Background: an optimization exercise with open tools, aiming at a short achievable clock period and few clock cycles. Do not read the settings as production practice.
Where RTL was checked, it was by simulation tests only, not by an equivalence proof against the original.
Power is estimated from default activity; no workload was simulated.

== before ==
Design core, start of the top module:
module core
(
    input               clock,
    input               rst_n,
    input               ce,
    output reg  [31:0]  a,
    input       [31:0]  i,
    output reg  [31:0]  o,
    output reg  [ 3:0]  b,
    output reg          w
);
For scale: roughly 16000 cells after synthesis, about 1500 flip-flops.
Settings: LEC_CHECK=0, CAP_MARGIN=20, CORE_MARGIN=2, CORE_UTILIZATION=30, SLEW_MARGIN=20; clock period 21.0 ns.
run.sh (not shown) runs the stock make flow with config.mk's settings and CLKGATE_MAP_FILE= SYNTH_SCRIPT=/design/flow/synth_recipe.tcl, a recipe that flattens the netlist after the stock synthesis.
Testbench counts of before, summed over its fixed seeds: cycles 156,677.
Changes in after relative to before:
--- a/flow/design.v
+++ b/flow/design.v
@@ -20,24 +20,24 @@
 reg  [ 2:0] ldf3;
 reg  [ 4:0] ldrd;
 reg         ldsplit;
 reg         ldwb;            
 reg  [31:0] sto2;
 reg  [ 3:0] stb2;
 reg         stsplit;
 reg  [31:0] dnext;           
 reg  [32:0] ma, mb;
 reg         m0v, m0hi;
 reg  [ 4:0] m0rd;
-reg  [31:0] pll, plh, phl, phh;
-reg  [31:0] mcor;            
+reg  [33:0] pll, plh, phl;
+reg  [33:0] phh;
 reg         m1v, m1hi;
 reg  [ 4:0] m1rd;
 wire [ 6:0] op  = ir[6:0];
 wire [ 4:0] rd  = ir[11:7];
 wire [ 2:0] f3  = ir[14:12];
 wire [ 4:0] rs1 = ir[19:15];
 wire [ 4:0] rs2 = ir[24:20];
 wire        f75 = ir[30];
 wire is_lui   = op == 7'h37;
 wire is_auipc = op == 7'h17;
 wire is_jal   = op == 7'h6F;
@@ -69,24 +69,23 @@
 wire [31:0] rf1 = (rs1 == 5'd0) ? 32'b0 : rf[rs1];
 wire [31:0] rf2 = (rs2 == 5'd0) ? 32'b0 : rf[rs2];
 wire [31:0] r1  = (ldwb && ldrd == rs1) ? ldval : rf1;
 wire [31:0] r2  = (ldwb && ldrd == rs2) ? ldval : rf2;
 wire [31:0] op2  = is_op ? r2 : immi;
 wire [31:0] sum  = r1 + op2;
 wire [32:0] dif  = {1'b0, r1} - {1'b0, op2};
 wire        ltu  = dif[32];
 wire        lt   = (r1[31] ^ op2[31]) ? r1[31] : dif[31];
 wire [ 4:0] sha  = op2[4:0];
 wire [31:0] sll  = r1 << sha;
-wire [63:0] srw  = {{32{f75 & r1[31]}}, r1} >> sha;
-wire [31:0] srx  = srw[31:0];
+wire [31:0] srx  = $signed({f75 & r1[31], r1}) >>> sha;
 reg  [31:0] alu;
 always @(*) begin
     case (f3)
     3'd0: alu = (is_op && f75) ? dif[31:0] : sum;
     3'd1: alu = sll;
     3'd2: alu = {31'b0, lt};
     3'd3: alu = {31'b0, ltu};
     3'd4: alu = r1 ^ op2;
     3'd5: alu = srx;
     3'd6: alu = r1 | op2;
     default: alu = r1 & op2;
@@ -124,43 +123,42 @@
 wire hz1   = use1 && rs1 != 5'd0 && ((m0v && m0rd == rs1) || (m1v && m1rd == rs1));
 wire hz2   = use2 && rs2 != 5'd0 && ((m0v && m0rd == rs2) || (m1v && m1rd == rs2));
 wire stall = hz1 | hz2;
 wire fire  = (mode == M_F) && irv && !stall;
 wire wr1   = fire && wbrd && rd != 5'd0;
 wire [ 1:0] soff  = staddr[1:0];
 wire [63:0] sdat  = {32'b0, r2} << {soff, 3'b000};
 wire [ 3:0] ssz   = (f3[1:0] == 2'b00) ? 4'b0001 : (f3[1:0] == 2'b01) ? 4'b0011 : 4'b1111;
 wire [ 7:0] smsk  = {4'b0, ssz} << soff;
 wire [ 1:0] loff  = ldaddr[1:0];
 wire        lsplit = (f3[1:0] == 2'b10 && loff != 2'b00) || (f3[1:0] == 2'b01 && loff == 2'b11);
-wire [63:0] prod = {phh, 32'b0} + {16'b0, phl, 16'b0} + {16'b0, plh, 16'b0}
-                 + {32'b0, pll} - {mcor, 32'b0};
+wire [63:0] prod = {phh[31:0], 32'b0} + {{14{phl[33]}}, phl, 16'b0}
+                 + {{14{plh[33]}}, plh, 16'b0} + {30'b0, pll};
 wire [31:0] mres = m1hi ? prod[63:32] : prod[31:0];
 wire        wr2m = m1v && m1rd != 5'd0;
 always @(posedge clock) begin
     if (ce) begin
         if (wr1)
             rf[rd] <= wbval;
         if (ldwb && !(wr1 && rd == ldrd))
             rf[ldrd] <= ldval;
         if (wr2m && !(wr1 && rd == m1rd))
             rf[m1rd] <= mres;
         ma   <= {(f3 == 3'd1 || f3 == 3'd2) & r1[31], r1};
         mb   <= {(f3 == 3'd1) & r2[31], r2};
         m0hi <= f3 != 3'd0;
         m0rd <= rd;
-        pll  <= ma[15:0]  * mb[15:0];
-        plh  <= ma[15:0]  * mb[31:16];
-        phl  <= ma[31:16] * mb[15:0];
-        phh  <= ma[31:16] * mb[31:16];
-        mcor <= (ma[32] ? mb[31:0] : 32'b0) + (mb[32] ? ma[31:0] : 32'b0);
+        pll  <= {18'b0, ma[15:0]} * {18'b0, mb[15:0]};
+        plh  <= $signed({1'b0, ma[15:0]}) * $signed(mb[32:16]);
+        phl  <= $signed(ma[32:16]) * $signed({1'b0, mb[15:0]});
+        phh  <= $signed(ma[32:16]) * $signed(mb[32:16]);
         m1hi <= m0hi;
         m1rd <= m0rd;
     end
 end
 always @(posedge clock) begin
     if (!rst_n) begin
         mode <= M_F;
         fpc  <= 32'b0;
         a    <= 32'b0;
         irv  <= 1'b0;
         w    <= 1'b0;
[summary]
- Clock buffer count (after vs. before) increases slightly
- Between after and before, the depth of the most critical reg-to-reg path is higher for before.
- Per the comparison of after with before, combinational-cell power consumption +about 7%, floorplan core area -0.0032 mm2.
- Cmp after and before / register-to-register slack / lower: before
- Looking at mean number of vias per cell, after sits about 2.7% below before.
Function not checked in after: the RTL went through the layout flow alone.

afterwards: timing with drivers on the ports:
The flow's constraints put no driver on any port. The routed layouts listed below were extracted and timed again, unchanged, in two steps.
Step 1, drivers: a clkbuf_16 drives clock and a buf_2 each remaining input, both assumed.
Step 2 also shifts input and output timing later by t, the mid clock arrival at the registers, as if the neighbouring blocks saw the same clock.
Three values: ideal, step 1, step 2; two values: the first two.
run | shift t [ns] | setup slack, ns | clock arrival spread, ns | pins driven straight from the clock port
before | 1.023 | 9.573 / 9.573 / 9.573 | 0.194 / 0.194 | 1
after | 1.023 | 10.155 / 10.155 / 10.155 | 0.140 / 0.140 | 1
After both steps setup and hold are still met in every run listed.
